Source: an optimization exercise on an open RTL-to-GDS flow (aim: small area, a short achievable clock period and few clock cycles per item). Production flows keep margins and buffers that such runs may drop. In this exercise RTL edits were held to simulation tests only and were not proved equivalent to the original.

==> run R <==
==> flow/design.v (excerpt) <==
module Cfu (
    input               cmd_valid,
    output              cmd_ready,
    input      [9:0]    cmd_payload_function_id,
    input      [31:0]   cmd_payload_inputs_0,
    input      [31:0]   cmd_payload_inputs_1,
    output              rsp_valid,
    input               rsp_ready,
    output     [31:0]   rsp_payload_outputs_0,
    input               reset,
    input               clk
);
==> flow/config.mk <==
export PLATFORM = sky130hd
export DESIGN_NAME = Cfu
export DESIGN_NICKNAME = Cfu
export VERILOG_FILES = /design/flow/design.v
export SDC_FILE = /design/flow/constraint.sdc
export NUM_CORES = 4
export LEC_CHECK = 0
export CAP_MARGIN = 20
export CORE_MARGIN = 2
export CORE_UTILIZATION = 60
export SLEW_MARGIN = 20
==> flow/constraint.sdc <==
create_clock -name core_clock -period 20.0 [get_ports {clk}]
set_input_delay 4.0000 -clock core_clock [delete_from_list [all_inputs] [get_ports {clk}]]
set_output_delay 4.0000 -clock core_clock [all_outputs]
set_load 0.01 [all_outputs]
standard.sh (not shown) runs the stock make flow with config.mk's settings and CLKGATE_MAP_FILE= SYNTH_SCRIPT=/design/flow/synth_recipe.tcl, a recipe that flattens the netlist after the stock synthesis.
==> flow/flow/run.sh <==
#!/bin/bash
cp standard.sh standard_sh_copy.txt
export SETUP_SLACK_MARGIN=10.0
export BUFFER_PORTS_ARGS="-buffer_cell sky130_fd_sc_hd__buf_2"
bash standard.sh finish > standard_finish.log 2>&1
==> run K: changes against run R <==
--- a/flow/design.v
+++ b/flow/design.v
@@ -7,73 +7,73 @@
     output              rsp_valid,
     input               rsp_ready,
     output     [31:0]   rsp_payload_outputs_0,
     input               reset,
     input               clk
 );
     reg [31:0] InputOffset, FilterOffset, accumulator;
     reg [31:0] acc0, acc1, acc2, acc3, global_input;
-    reg  [3:0] zf;       
     reg [31:0] kprod;    
     reg [31:0] cg;       
     reg [31:0] hold;     
     reg  [9:0] sg;       
     reg [14:0] bdig;     
     reg [17:0] pa, pb;   
     reg        pend;     
-    reg        f0seen;   
     reg        f0ph;     
     reg  [2:0] kstep;    
     reg        op_mac, op_cg, op_p2;
     reg  [1:0] op_k;
-    reg  [3:0] rdhaz;    
     wire       op_p1 = f0ph;    
     wire [31:0] in0 = cmd_payload_inputs_0;
     wire [31:0] in1 = cmd_payload_inputs_1;
     wire [6:0]  f   = cmd_payload_function_id[9:3];
-    wire [15:0] lo = 16'd1 << f[3:0];
-    wire  [3:0] l2 = 4'd1 << f[1:0];
-    wire fz    = ~(f[6] | f[5] | f[4]);
-    wire is0   = fz & lo[0];
-    wire is1   = fz & lo[1];
-    wire is2   = fz & lo[2];
-    wire is3   = fz & lo[3];
-    wire is4   = fz & lo[4];
-    wire is5   = fz & lo[5];
-    wire isMac = fz & (lo[6] | lo[7] | lo[8] | lo[9]);
-    wire is10  = fz & lo[10];
-    wire isRd  = fz & (lo[11] | lo[12] | lo[13] | lo[14]);
+    wire is0   = (f == 7'd0);
+    wire is1   = (f == 7'd1);
+    wire is2   = (f == 7'd2);
+    wire is3   = (f == 7'd3);
+    wire is4   = (f == 7'd4);
+    wire is5   = (f == 7'd5);
+    wire isMac = (f == 7'd6) | (f == 7'd7) | (f == 7'd8) | (f == 7'd9);
+    wire is10  = (f == 7'd10);
+    wire isRd  = (f == 7'd11) | (f == 7'd12) | (f == 7'd13) | (f == 7'd14);
     wire fast  = is0 | is5 | isMac | is10 | isRd;    
-    wire [1:0] kmac = {~f[1], f[0]};               
+    wire [1:0] kmac = f[1:0] - 2'd2;
+    wire [1:0] krd  = f[1:0] - 2'd3;
     wire kbusy = (kstep != 3'd0);
     wire stall = (is0 & ~f0ph)
                | ((is0 | is5 | isMac) & kbusy)
                | (is4 & op_p2)
-               | (isRd & rdhaz[f[1:0]]);
+               | (isRd & op_mac & (op_k == krd));
     assign cmd_ready = ~pend & ~stall;
     wire   accept    = cmd_valid & cmd_ready;
     assign rsp_valid = pend | (accept & fast);
-    wire [31:0] acc0z = acc0 & {32{~zf[0]}};
-    wire [31:0] acc1z = acc1 & {32{~zf[1]}};
-    wire [31:0] acc2z = acc2 & {32{~zf[2]}};
-    wire [31:0] acc3z = acc3 & {32{~zf[3]}};
-    wire [31:0] accsel_r = f[1] ? (f[0] ? acc0z : acc3z) : (f[0] ? acc2z : acc1z);
+    reg [31:0] accsel_r;
+    always @(*) begin
+        case (krd)
+            2'd0: accsel_r = acc0;
+            2'd1: accsel_r = acc1;
+            2'd2: accsel_r = acc2;
+            default: accsel_r = acc3;
+        endcase
+    end
     assign rsp_payload_outputs_0 = pend ? hold : (f[3] ? accsel_r : accumulator);
     reg [31:0] rval;
     always @(*) begin
         if (is0 | is4)            rval = accumulator;
         else if (is2 | is3)       rval = in0;
         else if (isRd)            rval = accsel_r;
         else                      rval = 32'd0;
     end
-    wire [31:0] pu = f0seen ? in1 : global_input;
+    wire        f0first = ~f[3] & ~f[2] & ~f0ph;
+    wire [31:0] pu = (f[3] | f[2]) ? global_input : in1;
     wire [17:0] qa, qb;
     cfu_prod prod (.U(pu), .V(in0), .A(qa), .B(qb));
-    wire [31:0] sin = f0seen ? in1 : in0;
+    wire [31:0] sin = f0first ? in1 : in0;
     wire [9:0]  s0;
     cfu_ssum ssum (.W(sin), .S(s0));
     reg  [9:0]  snext;
     always @(*) begin
         case (kstep)
             3'd1: snext = {2'b00, InputOffset[31:24]};
             3'd2: snext = {2'b00, InputOffset[23:16]};
             3'd3: snext = {2'b00, InputOffset[15:8]};
@@ -102,70 +102,66 @@
             default: accsel_m = acc3;
         endcase
     end
     wire        pen = op_mac | op_p1;
     wire [31:0] X = (op_mac | op_p1) ? InputOffset : FilterOffset;
     wire [31:0] C = op_mac ? cg : ((op_p1 | op_cg) ? {kprod[29:0], 2'b00} : 32'd0);
     wire [31:0] M = kstepping ? ((kstep == 3'd2) ? 32'd0 : {kprod[23:0], 8'd0}) :
                     (op_p1 | op_p2) ? accumulator :
-                    (op_mac & ~zf[op_k]) ? accsel_m : 32'd0;
+                    op_mac ? accsel_m : 32'd0;
     wire [31:0] R;
     cfu_dp dp (.A(pa), .B(pb), .pen(pen), .X(X), .M(M), .C(C),
                .bone(bdig[4:0]), .btwo(bdig[9:5]), .bneg(bdig[14:10]), .R(R));
     always @(posedge clk) begin
         bdig <= {bneg, btwo, bone};
         pa <= qa;
         pb <= qb;
         if (~pend) hold <= rval;
         if (reset) begin
             InputOffset <= 32'd0;
             FilterOffset <= 32'd0;
             accumulator <= 32'd0;
-            zf <= 4'b1111;
+            acc0 <= 32'd0; acc1 <= 32'd0; acc2 <= 32'd0; acc3 <= 32'd0;
             global_input <= 32'd0;
             sg <= 10'd0;
             pend <= 1'b0;
-            f0seen <= 1'b0;
             f0ph <= 1'b0;
             kstep <= 3'd1;       
             op_mac <= 1'b0; op_cg <= 1'b0; op_p2 <= 1'b0;
             op_k <= 2'd0;
-            rdhaz <= 4'd0;
         end else begin
             pend <= pend ? ~rsp_ready : (accept & (~fast | ~rsp_ready));
-            f0seen <= cmd_valid & ~pend & is0 & ~f0seen & ~f0ph & ~kbusy;
-            f0ph <= f0seen;
+            f0ph <= cmd_valid & ~pend & is0 & ~f0ph & ~kbusy;
             op_p2  <= accept & is0;
             op_mac <= accept & isMac;
             op_k   <= kmac;
-            rdhaz  <= {4{accept & isMac}} & {l2[2], l2[1], l2[0], l2[3]};
             op_cg  <= (accept & is5) | ((kstep == 3'd5) & ~(accept & (is2 | is3)));
             if (accept & is2) InputOffset <= in0;
             if (accept & is3) FilterOffset <= in0;
             if (accept & (is2 | is3)) kstep <= 3'd1;
             else if (kbusy) kstep <= (kstep == 3'd5) ? 3'd0 : kstep + 3'd1;
             if (kstepping) kprod <= R;
             if (op_cg) cg <= R;
             if (accept & is5) begin
                 global_input <= in0;
                 sg <= s0;
             end
             if (accept & is1) accumulator <= 32'd0;
             else if (op_p1 | op_p2) accumulator <= R;
-            if (accept & is10) zf <= 4'b1111;
-            else if (op_mac) zf <= zf & ~(4'b0001 << op_k);
-        end
-        if (op_mac) begin
-            case (op_k)
-                2'd0: acc0 <= R;
-                2'd1: acc1 <= R;
-                2'd2: acc2 <= R;
-                default: acc3 <= R;
-            endcase
+            if (accept & is10) begin
+                acc0 <= 32'd0; acc1 <= 32'd0; acc2 <= 32'd0; acc3 <= 32'd0;
+            end else if (op_mac) begin
+                case (op_k)
+                    2'd0: acc0 <= R;
+                    2'd1: acc1 <= R;
+                    2'd2: acc2 <= R;
+                    default: acc3 <= R;
+                endcase
+            end
         end
     end
 endmodule
 module cfu_ssum (
     input  [31:0] W,
     output [9:0]  S
 );
     wire n1 = ~W[7];
==> flow/flow/run.sh (replaced) <==
#!/bin/bash
cp standard.sh standard_sh_copy.txt
export SETUP_SLACK_MARGIN=9.5
bash standard.sh finish > standard_finish.log 2>&1
==> run M: changes against run R <==
==> flow/flow/run.sh (replaced) <==
#!/bin/bash
cp standard.sh standard_sh_copy.txt
export SETUP_SLACK_MARGIN=10.5
export BUFFER_PORTS_ARGS="-buffer_cell sky130_fd_sc_hd__buf_2"
bash standard.sh finish > standard_finish.log 2>&1
==> summary.txt <==
Cell area: run R < run M < run K. Against run K, the die area of run M is smaller by 2.3%. Of run R and run K, run K has the higher synthesized cell count (gap 12%, measured against run K). Between run R and run K, the lower core utilization is in run R (gap 0.67 points). Against run M, the sequential cell count of run K is lower by 9. The lowest sequential share of layout area belongs to run K, the highest to run R.
Testbench counts of run R, summed over its fixed seeds: cycles 13,495, items 12,741.
Testbench counts of run K, summed over its fixed seeds: cycles 13,214, items 12,741.
Testbench counts of run M, summed over its fixed seeds: cycles 13,495, items 12,741.

* * *

==> job 7135 <==
Cfu with an RTL version that a note above also has.
==> module Cfu, before the edit <==
module Cfu (
    input               cmd_valid,
    output              cmd_ready,
    input      [9:0]    cmd_payload_function_id,
    input      [31:0]   cmd_payload_inputs_0,
    input      [31:0]   cmd_payload_inputs_1,
    output              rsp_valid,
    input               rsp_ready,
    output     [31:0]   rsp_payload_outputs_0,
    input               reset,
    input               clk
);
    reg [31:0] InputOffset, FilterOffset, accumulator;
    reg [31:0] acc0, acc1, acc2, acc3, global_input;
    reg [31:0] kprod;    
    reg [31:0] cg;       
    reg [31:0] hold;     
    reg  [9:0] sg;       
    reg [14:0] bdig;     
    reg [17:0] pa, pb;   
    reg        pend;     
    reg        f0ph;     
    reg  [2:0] kstep;    
    reg        op_mac, op_cg, op_p2;
    reg  [1:0] op_k;
    wire       op_p1 = f0ph;    
    wire [31:0] in0 = cmd_payload_inputs_0;
    wire [31:0] in1 = cmd_payload_inputs_1;
    wire [6:0]  f   = cmd_payload_function_id[9:3];
    wire is0   = (f == 7'd0);
    wire is1   = (f == 7'd1);
    wire is2   = (f == 7'd2);
    wire is3   = (f == 7'd3);
    wire is4   = (f == 7'd4);
    wire is5   = (f == 7'd5);
    wire isMac = (f == 7'd6) | (f == 7'd7) | (f == 7'd8) | (f == 7'd9);
    wire is10  = (f == 7'd10);
    wire isRd  = (f == 7'd11) | (f == 7'd12) | (f == 7'd13) | (f == 7'd14);
    wire fast  = is0 | is5 | isMac | is10 | isRd;    
    wire [1:0] kmac = f[1:0] - 2'd2;
    wire [1:0] krd  = f[1:0] - 2'd3;
    wire kbusy = (kstep != 3'd0);
    wire stall = (is0 & ~f0ph)
               | ((is0 | is5 | isMac) & kbusy)
               | (is4 & op_p2)
               | (isRd & op_mac & (op_k == krd));
    assign cmd_ready = ~pend & ~stall;
    wire   accept    = cmd_valid & cmd_ready;
    assign rsp_valid = pend | (accept & fast);
    reg [31:0] accsel_r;
    always @(*) begin
        case (krd)
            2'd0: accsel_r = acc0;
            2'd1: accsel_r = acc1;
            2'd2: accsel_r = acc2;
            default: accsel_r = acc3;
        endcase
    end
    assign rsp_payload_outputs_0 = pend ? hold : (f[3] ? accsel_r : accumulator);
    reg [31:0] rval;
    always @(*) begin
        if (is0 | is4)            rval = accumulator;
        else if (is2 | is3)       rval = in0;
        else if (isRd)            rval = accsel_r;
        else                      rval = 32'd0;
    end
    wire        f0first = ~f[3] & ~f[2] & ~f0ph;
    wire [31:0] pu = (f[3] | f[2]) ? global_input : in1;
    wire [17:0] qa, qb;
    cfu_prod prod (.U(pu), .V(in0), .A(qa), .B(qb));
    wire [31:0] sin = f0first ? in1 : in0;
    wire [9:0]  s0;
    cfu_ssum ssum (.W(sin), .S(s0));
    reg  [9:0]  snext;
    always @(*) begin
        case (kstep)
            3'd1: snext = {2'b00, InputOffset[31:24]};
            3'd2: snext = {2'b00, InputOffset[23:16]};
            3'd3: snext = {2'b00, InputOffset[15:8]};
            3'd4: snext = {2'b00, InputOffset[7:0]};
            3'd5: snext = sg;
            default: snext = s0;
        endcase
    end
    wire [10:0] se = {snext, 1'b0};
    reg  [4:0]  bone, btwo, bneg;
    integer j;
    always @(*) begin
        for (j = 0; j < 5; j = j + 1) begin
            bone[j] = se[2*j+1] ^ se[2*j];
            btwo[j] = (se[2*j+2] & ~se[2*j+1] & ~se[2*j]) | (~se[2*j+2] & se[2*j+1] & se[2*j]);
            bneg[j] = se[2*j+2];
        end
    end
    wire kstepping = (kstep >= 3'd2);
    reg [31:0] accsel_m;
    always @(*) begin
        case (op_k)
            2'd0: accsel_m = acc0;
            2'd1: accsel_m = acc1;
            2'd2: accsel_m = acc2;
            default: accsel_m = acc3;
        endcase
    end
    wire        pen = op_mac | op_p1;
    wire [31:0] X = (op_mac | op_p1) ? InputOffset : FilterOffset;
    wire [31:0] C = op_mac ? cg : ((op_p1 | op_cg) ? {kprod[29:0], 2'b00} : 32'd0);
    wire [31:0] M = kstepping ? ((kstep == 3'd2) ? 32'd0 : {kprod[23:0], 8'd0}) :
                    (op_p1 | op_p2) ? accumulator :
                    op_mac ? accsel_m : 32'd0;
    wire [31:0] R;
    cfu_dp dp (.A(pa), .B(pb), .pen(pen), .X(X), .M(M), .C(C),
               .bone(bdig[4:0]), .btwo(bdig[9:5]), .bneg(bdig[14:10]), .R(R));
    always @(posedge clk) begin
        bdig <= {bneg, btwo, bone};
        pa <= qa;
        pb <= qb;
        if (~pend) hold <= rval;
        if (reset) begin
            InputOffset <= 32'd0;
            FilterOffset <= 32'd0;
            accumulator <= 32'd0;
            acc0 <= 32'd0; acc1 <= 32'd0; acc2 <= 32'd0; acc3 <= 32'd0;
            global_input <= 32'd0;
            sg <= 10'd0;
            pend <= 1'b0;
            f0ph <= 1'b0;
            kstep <= 3'd1;       
            op_mac <= 1'b0; op_cg <= 1'b0; op_p2 <= 1'b0;
            op_k <= 2'd0;
        end else begin
            pend <= pend ? ~rsp_ready : (accept & (~fast | ~rsp_ready));
            f0ph <= cmd_valid & ~pend & is0 & ~f0ph & ~kbusy;
            op_p2  <= accept & is0;
            op_mac <= accept & isMac;
            op_k   <= kmac;
            op_cg  <= (accept & is5) | ((kstep == 3'd5) & ~(accept & (is2 | is3)));
            if (accept & is2) InputOffset <= in0;
            if (accept & is3) FilterOffset <= in0;
            if (accept & (is2 | is3)) kstep <= 3'd1;
            else if (kbusy) kstep <= (kstep == 3'd5) ? 3'd0 : kstep + 3'd1;
            if (kstepping) kprod <= R;
            if (op_cg) cg <= R;
            if (accept & is5) begin
                global_input <= in0;
                sg <= s0;
            end
            if (accept & is1) accumulator <= 32'd0;
            else if (op_p1 | op_p2) accumulator <= R;
            if (accept & is10) begin
                acc0 <= 32'd0; acc1 <= 32'd0; acc2 <= 32'd0; acc3 <= 32'd0;
            end else if (op_mac) begin
                case (op_k)
                    2'd0: acc0 <= R;
                    2'd1: acc1 <= R;
                    2'd2: acc2 <= R;
                    default: acc3 <= R;
                endcase
            end
        end
    end
endmodule
Settings: LEC_CHECK=0, CAP_MARGIN=20, CORE_MARGIN=2, CORE_UTILIZATION=60, SLEW_MARGIN=20; clock period 20.0 ns.
run.sh (not shown) runs the stock make flow with config.mk's settings and CLKGATE_MAP_FILE= SYNTH_SCRIPT=/design/flow/synth_recipe.tcl, a recipe that flattens the netlist after the stock synthesis.
Stock flow here: none of the scripts above is used.
==> job 3199 (differences from job 7135) <==
--- a/flow/design.v
+++ b/flow/design.v
@@ -12,6 +12,7 @@
 );
     reg [31:0] InputOffset, FilterOffset, accumulator;
     reg [31:0] acc0, acc1, acc2, acc3, global_input;
+    reg  [3:0] zf;       
     reg [31:0] kprod;    
     reg [31:0] cg;       
     reg [31:0] hold;     
@@ -19,43 +20,43 @@
     reg [14:0] bdig;     
     reg [17:0] pa, pb;   
     reg        pend;     
+    reg        f0seen;   
     reg        f0ph;     
     reg  [2:0] kstep;    
     reg        op_mac, op_cg, op_p2;
     reg  [1:0] op_k;
+    reg  [3:0] rdhaz;    
     wire       op_p1 = f0ph;    
     wire [31:0] in0 = cmd_payload_inputs_0;
     wire [31:0] in1 = cmd_payload_inputs_1;
     wire [6:0]  f   = cmd_payload_function_id[9:3];
-    wire is0   = (f == 7'd0);
-    wire is1   = (f == 7'd1);
-    wire is2   = (f == 7'd2);
-    wire is3   = (f == 7'd3);
-    wire is4   = (f == 7'd4);
-    wire is5   = (f == 7'd5);
-    wire isMac = (f == 7'd6) | (f == 7'd7) | (f == 7'd8) | (f == 7'd9);
-    wire is10  = (f == 7'd10);
-    wire isRd  = (f == 7'd11) | (f == 7'd12) | (f == 7'd13) | (f == 7'd14);
+    wire [15:0] lo = 16'd1 << f[3:0];
+    wire  [3:0] l2 = 4'd1 << f[1:0];
+    wire fz    = ~(f[6] | f[5] | f[4]);
+    wire is0   = fz & lo[0];
+    wire is1   = fz & lo[1];
+    wire is2   = fz & lo[2];
+    wire is3   = fz & lo[3];
+    wire is4   = fz & lo[4];
+    wire is5   = fz & lo[5];
+    wire isMac = fz & (lo[6] | lo[7] | lo[8] | lo[9]);
+    wire is10  = fz & lo[10];
+    wire isRd  = fz & (lo[11] | lo[12] | lo[13] | lo[14]);
     wire fast  = is0 | is5 | isMac | is10 | isRd;    
-    wire [1:0] kmac = f[1:0] - 2'd2;
-    wire [1:0] krd  = f[1:0] - 2'd3;
+    wire [1:0] kmac = {~f[1], f[0]};               
     wire kbusy = (kstep != 3'd0);
     wire stall = (is0 & ~f0ph)
                | ((is0 | is5 | isMac) & kbusy)
                | (is4 & op_p2)
-               | (isRd & op_mac & (op_k == krd));
+               | (isRd & rdhaz[f[1:0]]);
     assign cmd_ready = ~pend & ~stall;
     wire   accept    = cmd_valid & cmd_ready;
     assign rsp_valid = pend | (accept & fast);
-    reg [31:0] accsel_r;
-    always @(*) begin
-        case (krd)
-            2'd0: accsel_r = acc0;
-            2'd1: accsel_r = acc1;
-            2'd2: accsel_r = acc2;
-            default: accsel_r = acc3;
-        endcase
-    end
+    wire [31:0] acc0z = acc0 & {32{~zf[0]}};
+    wire [31:0] acc1z = acc1 & {32{~zf[1]}};
+    wire [31:0] acc2z = acc2 & {32{~zf[2]}};
+    wire [31:0] acc3z = acc3 & {32{~zf[3]}};
+    wire [31:0] accsel_r = f[1] ? (f[0] ? acc0z : acc3z) : (f[0] ? acc2z : acc1z);
     assign rsp_payload_outputs_0 = pend ? hold : (f[3] ? accsel_r : accumulator);
     reg [31:0] rval;
     always @(*) begin
@@ -64,11 +65,10 @@
         else if (isRd)            rval = accsel_r;
         else                      rval = 32'd0;
     end
-    wire        f0first = ~f[3] & ~f[2] & ~f0ph;
-    wire [31:0] pu = (f[3] | f[2]) ? global_input : in1;
+    wire [31:0] pu = f0seen ? in1 : global_input;
     wire [17:0] qa, qb;
     cfu_prod prod (.U(pu), .V(in0), .A(qa), .B(qb));
-    wire [31:0] sin = f0first ? in1 : in0;
+    wire [31:0] sin = f0seen ? in1 : in0;
     wire [9:0]  s0;
     cfu_ssum ssum (.W(sin), .S(s0));
     reg  [9:0]  snext;
@@ -107,7 +107,7 @@
     wire [31:0] C = op_mac ? cg : ((op_p1 | op_cg) ? {kprod[29:0], 2'b00} : 32'd0);
     wire [31:0] M = kstepping ? ((kstep == 3'd2) ? 32'd0 : {kprod[23:0], 8'd0}) :
                     (op_p1 | op_p2) ? accumulator :
-                    op_mac ? accsel_m : 32'd0;
+                    (op_mac & ~zf[op_k]) ? accsel_m : 32'd0;
     wire [31:0] R;
     cfu_dp dp (.A(pa), .B(pb), .pen(pen), .X(X), .M(M), .C(C),
                .bone(bdig[4:0]), .btwo(bdig[9:5]), .bneg(bdig[14:10]), .R(R));
@@ -120,20 +120,24 @@
             InputOffset <= 32'd0;
             FilterOffset <= 32'd0;
             accumulator <= 32'd0;
-            acc0 <= 32'd0; acc1 <= 32'd0; acc2 <= 32'd0; acc3 <= 32'd0;
+            zf <= 4'b1111;
             global_input <= 32'd0;
             sg <= 10'd0;
             pend <= 1'b0;
+            f0seen <= 1'b0;
             f0ph <= 1'b0;
             kstep <= 3'd1;       
             op_mac <= 1'b0; op_cg <= 1'b0; op_p2 <= 1'b0;
             op_k <= 2'd0;
+            rdhaz <= 4'd0;
         end else begin
             pend <= pend ? ~rsp_ready : (accept & (~fast | ~rsp_ready));
-            f0ph <= cmd_valid & ~pend & is0 & ~f0ph & ~kbusy;
+            f0seen <= cmd_valid & ~pend & is0 & ~f0seen & ~f0ph & ~kbusy;
+            f0ph <= f0seen;
             op_p2  <= accept & is0;
             op_mac <= accept & isMac;
             op_k   <= kmac;
+            rdhaz  <= {4{accept & isMac}} & {l2[2], l2[1], l2[0], l2[3]};
             op_cg  <= (accept & is5) | ((kstep == 3'd5) & ~(accept & (is2 | is3)));
             if (accept & is2) InputOffset <= in0;
             if (accept & is3) FilterOffset <= in0;
@@ -147,16 +151,16 @@
             end
             if (accept & is1) accumulator <= 32'd0;
             else if (op_p1 | op_p2) accumulator <= R;
-            if (accept & is10) begin
-                acc0 <= 32'd0; acc1 <= 32'd0; acc2 <= 32'd0; acc3 <= 32'd0;
-            end else if (op_mac) begin
-                case (op_k)
-                    2'd0: acc0 <= R;
-                    2'd1: acc1 <= R;
-                    2'd2: acc2 <= R;
-                    default: acc3 <= R;
-                endcase
-            end
+            if (accept & is10) zf <= 4'b1111;
+            else if (op_mac) zf <= zf & ~(4'b0001 << op_k);
+        end
+        if (op_mac) begin
+            case (op_k)
+                2'd0: acc0 <= R;
+                2'd1: acc1 <= R;
+                2'd2: acc2 <= R;
+                default: acc3 <= R;
+            endcase
         end
     end
 endmodule
==> flow/flow/run.sh (new file) <==
#!/bin/bash
cp standard.sh standard_sh_copy.txt
export SETUP_SLACK_MARGIN=11.0
export BUFFER_PORTS_ARGS="-buffer_cell sky130_fd_sc_hd__buf_2"
bash standard.sh finish > standard_finish.log 2>&1
==> flow/standard.sh (new file) <==
#!/bin/bash
# synth_recipe.tcl (not shown) runs the flow's synth.tcl, then flattens the netlist and writes it again
# the make line also repeats each setting of config.mk as NAME=value (left out here)
make -C /OpenROAD-flow-scripts/flow DESIGN_CONFIG=/design/flow/config.mk WORK_HOME=/design/flow/orfs CLKGATE_MAP_FILE= SYNTH_SCRIPT=/design/flow/synth_recipe.tcl "${@:-finish}"
removed: flow/run.sh
==> job 6880 (differences from job 7135) <==
--- a/flow/design.v
+++ b/flow/design.v
@@ -65,7 +65,7 @@
         else                      rval = 32'd0;
     end
     wire        f0first = ~f[3] & ~f[2] & ~f0ph;
-    wire [31:0] pu = (f[3] | f[2]) ? global_input : in1;
+    wire [31:0] pu = f0first ? in1 : global_input;
     wire [17:0] qa, qb;
     cfu_prod prod (.U(pu), .V(in0), .A(qa), .B(qb));
     wire [31:0] sin = f0first ? in1 : in0;
@@ -122,10 +122,12 @@
             accumulator <= 32'd0;
             acc0 <= 32'd0; acc1 <= 32'd0; acc2 <= 32'd0; acc3 <= 32'd0;
             global_input <= 32'd0;
+            kprod <= 32'd0;
+            cg <= 32'd0;
             sg <= 10'd0;
             pend <= 1'b0;
             f0ph <= 1'b0;
-            kstep <= 3'd1;       
+            kstep <= 3'd0;
             op_mac <= 1'b0; op_cg <= 1'b0; op_p2 <= 1'b0;
             op_k <= 2'd0;
         end else begin
CORE_UTILIZATION = 40   (was 60)
==> job 9950 (differences from job 7135) <==
--- a/flow/design.v
+++ b/flow/design.v
@@ -12,6 +12,7 @@
 );
     reg [31:0] InputOffset, FilterOffset, accumulator;
     reg [31:0] acc0, acc1, acc2, acc3, global_input;
+    reg  [3:0] zf;       
     reg [31:0] kprod;    
     reg [31:0] cg;       
     reg [31:0] hold;     
@@ -23,39 +24,38 @@
     reg  [2:0] kstep;    
     reg        op_mac, op_cg, op_p2;
     reg  [1:0] op_k;
+    reg  [3:0] rdhaz;    
     wire       op_p1 = f0ph;    
     wire [31:0] in0 = cmd_payload_inputs_0;
     wire [31:0] in1 = cmd_payload_inputs_1;
     wire [6:0]  f   = cmd_payload_function_id[9:3];
-    wire is0   = (f == 7'd0);
-    wire is1   = (f == 7'd1);
-    wire is2   = (f == 7'd2);
-    wire is3   = (f == 7'd3);
-    wire is4   = (f == 7'd4);
-    wire is5   = (f == 7'd5);
-    wire isMac = (f == 7'd6) | (f == 7'd7) | (f == 7'd8) | (f == 7'd9);
-    wire is10  = (f == 7'd10);
-    wire isRd  = (f == 7'd11) | (f == 7'd12) | (f == 7'd13) | (f == 7'd14);
-    wire fast  = is0 | is5 | isMac | is10 | isRd;    
-    wire [1:0] kmac = f[1:0] - 2'd2;
-    wire [1:0] krd  = f[1:0] - 2'd3;
+    wire [15:0] lo = 16'd1 << f[3:0];
+    wire  [3:0] l2 = 4'd1 << f[1:0];
+    wire fz    = ~(f[6] | f[5] | f[4]);
+    wire is0   = fz & lo[0];
+    wire is1   = fz & lo[1];
+    wire is2   = fz & lo[2];
+    wire is3   = fz & lo[3];
+    wire is4   = fz & lo[4];
+    wire is5   = fz & lo[5];
+    wire isMac = fz & (lo[6] | lo[7] | lo[8] | lo[9]);
+    wire is10  = fz & lo[10];
+    wire isRd  = fz & (lo[11] | lo[12] | lo[13] | lo[14]);
+    wire fast  = is0 | is4 | is5 | isMac | is10 | isRd;    
+    wire [1:0] kmac = {~f[1], f[0]};               
     wire kbusy = (kstep != 3'd0);
     wire stall = (is0 & ~f0ph)
                | ((is0 | is5 | isMac) & kbusy)
                | (is4 & op_p2)
-               | (isRd & op_mac & (op_k == krd));
+               | (isRd & rdhaz[f[1:0]]);
     assign cmd_ready = ~pend & ~stall;
     wire   accept    = cmd_valid & cmd_ready;
     assign rsp_valid = pend | (accept & fast);
-    reg [31:0] accsel_r;
-    always @(*) begin
-        case (krd)
-            2'd0: accsel_r = acc0;
-            2'd1: accsel_r = acc1;
-            2'd2: accsel_r = acc2;
-            default: accsel_r = acc3;
-        endcase
-    end
+    wire [31:0] acc0z = acc0 & {32{~zf[0]}};
+    wire [31:0] acc1z = acc1 & {32{~zf[1]}};
+    wire [31:0] acc2z = acc2 & {32{~zf[2]}};
+    wire [31:0] acc3z = acc3 & {32{~zf[3]}};
+    wire [31:0] accsel_r = f[1] ? (f[0] ? acc0z : acc3z) : (f[0] ? acc2z : acc1z);
     assign rsp_payload_outputs_0 = pend ? hold : (f[3] ? accsel_r : accumulator);
     reg [31:0] rval;
     always @(*) begin
@@ -64,7 +64,7 @@
         else if (isRd)            rval = accsel_r;
         else                      rval = 32'd0;
     end
-    wire        f0first = ~f[3] & ~f[2] & ~f0ph;
+    wire        f0first = ~f[3] & ~f[2] & ~f0ph;    
     wire [31:0] pu = (f[3] | f[2]) ? global_input : in1;
     wire [17:0] qa, qb;
     cfu_prod prod (.U(pu), .V(in0), .A(qa), .B(qb));
@@ -107,7 +107,7 @@
     wire [31:0] C = op_mac ? cg : ((op_p1 | op_cg) ? {kprod[29:0], 2'b00} : 32'd0);
     wire [31:0] M = kstepping ? ((kstep == 3'd2) ? 32'd0 : {kprod[23:0], 8'd0}) :
                     (op_p1 | op_p2) ? accumulator :
-                    op_mac ? accsel_m : 32'd0;
+                    (op_mac & ~zf[op_k]) ? accsel_m : 32'd0;
     wire [31:0] R;
     cfu_dp dp (.A(pa), .B(pb), .pen(pen), .X(X), .M(M), .C(C),
                .bone(bdig[4:0]), .btwo(bdig[9:5]), .bneg(bdig[14:10]), .R(R));
@@ -120,7 +120,7 @@
             InputOffset <= 32'd0;
             FilterOffset <= 32'd0;
             accumulator <= 32'd0;
-            acc0 <= 32'd0; acc1 <= 32'd0; acc2 <= 32'd0; acc3 <= 32'd0;
+            zf <= 4'b1111;
             global_input <= 32'd0;
             sg <= 10'd0;
             pend <= 1'b0;
@@ -128,12 +128,14 @@
             kstep <= 3'd1;       
             op_mac <= 1'b0; op_cg <= 1'b0; op_p2 <= 1'b0;
             op_k <= 2'd0;
+            rdhaz <= 4'd0;
         end else begin
             pend <= pend ? ~rsp_ready : (accept & (~fast | ~rsp_ready));
             f0ph <= cmd_valid & ~pend & is0 & ~f0ph & ~kbusy;
             op_p2  <= accept & is0;
             op_mac <= accept & isMac;
             op_k   <= kmac;
+            rdhaz  <= {4{accept & isMac}} & {l2[2], l2[1], l2[0], l2[3]};
             op_cg  <= (accept & is5) | ((kstep == 3'd5) & ~(accept & (is2 | is3)));
             if (accept & is2) InputOffset <= in0;
             if (accept & is3) FilterOffset <= in0;
@@ -147,16 +149,16 @@
             end
             if (accept & is1) accumulator <= 32'd0;
             else if (op_p1 | op_p2) accumulator <= R;
-            if (accept & is10) begin
-                acc0 <= 32'd0; acc1 <= 32'd0; acc2 <= 32'd0; acc3 <= 32'd0;
-            end else if (op_mac) begin
-                case (op_k)
-                    2'd0: acc0 <= R;
-                    2'd1: acc1 <= R;
-                    2'd2: acc2 <= R;
-                    default: acc3 <= R;
-                endcase
-            end
+            if (accept & is10) zf <= 4'b1111;
+            else if (op_mac) zf <= zf & ~(4'b0001 << op_k);
+        end
+        if (op_mac) begin
+            case (op_k)
+                2'd0: acc0 <= R;
+                2'd1: acc1 <= R;
+                2'd2: acc2 <= R;
+                default: acc3 <= R;
+            endcase
         end
     end
 endmodule
==> flow/flow/run.sh (new file) <==
#!/bin/bash
cp standard.sh standard_sh_copy.txt
export SETUP_SLACK_MARGIN=10.5
export BUFFER_PORTS_ARGS="-buffer_cell sky130_fd_sc_hd__buf_2"
bash standard.sh finish > standard_finish.log 2>&1
==> flow/standard.sh (new file) <==
#!/bin/bash
# synth_recipe.tcl (not shown) runs the flow's synth.tcl, then flattens the netlist and writes it again
# the make line also repeats each setting of config.mk as NAME=value (left out here)
make -C /OpenROAD-flow-scripts/flow DESIGN_CONFIG=/design/flow/config.mk WORK_HOME=/design/flow/orfs CLKGATE_MAP_FILE= SYNTH_SCRIPT=/design/flow/synth_recipe.tcl "${@:-finish}"
CORE_UTILIZATION = 70   (was 60)
removed: flow/run.sh
==> summary of the runs <==
- Of job 3199 and job 6880, job 3199 has the higher worst setup slack (gap 2.0 ns).
- Sequential share of layout area, highest first: job 9950, job 3199, job 7135, job 6880.
- The highest register-to-register slack belongs to job 6880, the lowest to job 7135.
==> figures <==
	job 9950	job 3199	job 7135	job 6880
Result of the run	timing/DRC/antenna clean	timing/DRC/antenna clean	timing/DRC/antenna clean	timing/DRC/antenna clean
GR met2 Demand/Resource	71.4%	66.7%	63.3%	42.4%
Clock network contribution to total cell area	4.04%	4.10%	4.20%	3.83%
Total wire length after detailed routing	119 mm	122 mm	120 mm	123 mm
Cell area after technology mapping	34500 um^2	34200 um^2	35000 um^2	35000 um^2
Via count of the first global-routing pass	27843	28165	28891	28407
Die outline height	226 um	243 um	246 um	300 um
Number of instances in the synthesized netlist	3385	3344	3792	3993
Initial antenna violation count	11	12	6	7
End of the worst register-to-register path	accumulator[31]	kprod[27]	kprod[27]	acc1[29]
Post-Route M1 WL	39.6 mm	42.7 mm	44.0 mm	51.2 mm
Testbench counts of job 7135, summed over its fixed seeds: cycles 13,214, items 12,741.
Testbench counts of job 3199, summed over its fixed seeds: cycles 13,495, items 12,741.
Testbench counts of job 6880, summed over its fixed seeds: cycles 13,214, items 12,741.
Testbench counts of job 9950, summed over its fixed seeds: cycles 13,166, items 12,741.

[afterwards: timing with drivers on the ports]
Ports are ideal in the flow. The routed layouts listed here were re-timed in OpenROAD.
Step 1 sets driving cells, clkbuf_16 on the clock port and buf_2 on the other inputs (assumed; they add their load-dependent delay and slew).
Step 2 moves the port delays by t, midway between the first and last clock arrival at a register: inputs arrive t later, outputs are due t later. That takes back most of the time a late clock gives input paths.
a / b / c = ideal / step 1 / step 2; a / b = the first two.
run	t, ns	slack for setup (ns)	pins driven straight from the clock port
run R	0.659	10.011 / 9.985 / 9.985	1
run K	0.661	9.567 / 9.546 / 9.179	1
run M	0.661	10.314 / 10.268 / 10.268	1
job 7135	0.662	8.766 / 8.730 / 8.730	1
job 3199	0.657	10.312 / 10.264 / 10.264	1
job 6880	0.653	8.275 / 8.252 / 8.252	1
job 9950	0.665	10.310 / 10.250 / 9.942	1
After both steps setup and hold are still met in every run listed. The setup slack of run K, which loses most, moves by -0.021 ns with the drivers and by -0.388 ns with both steps.
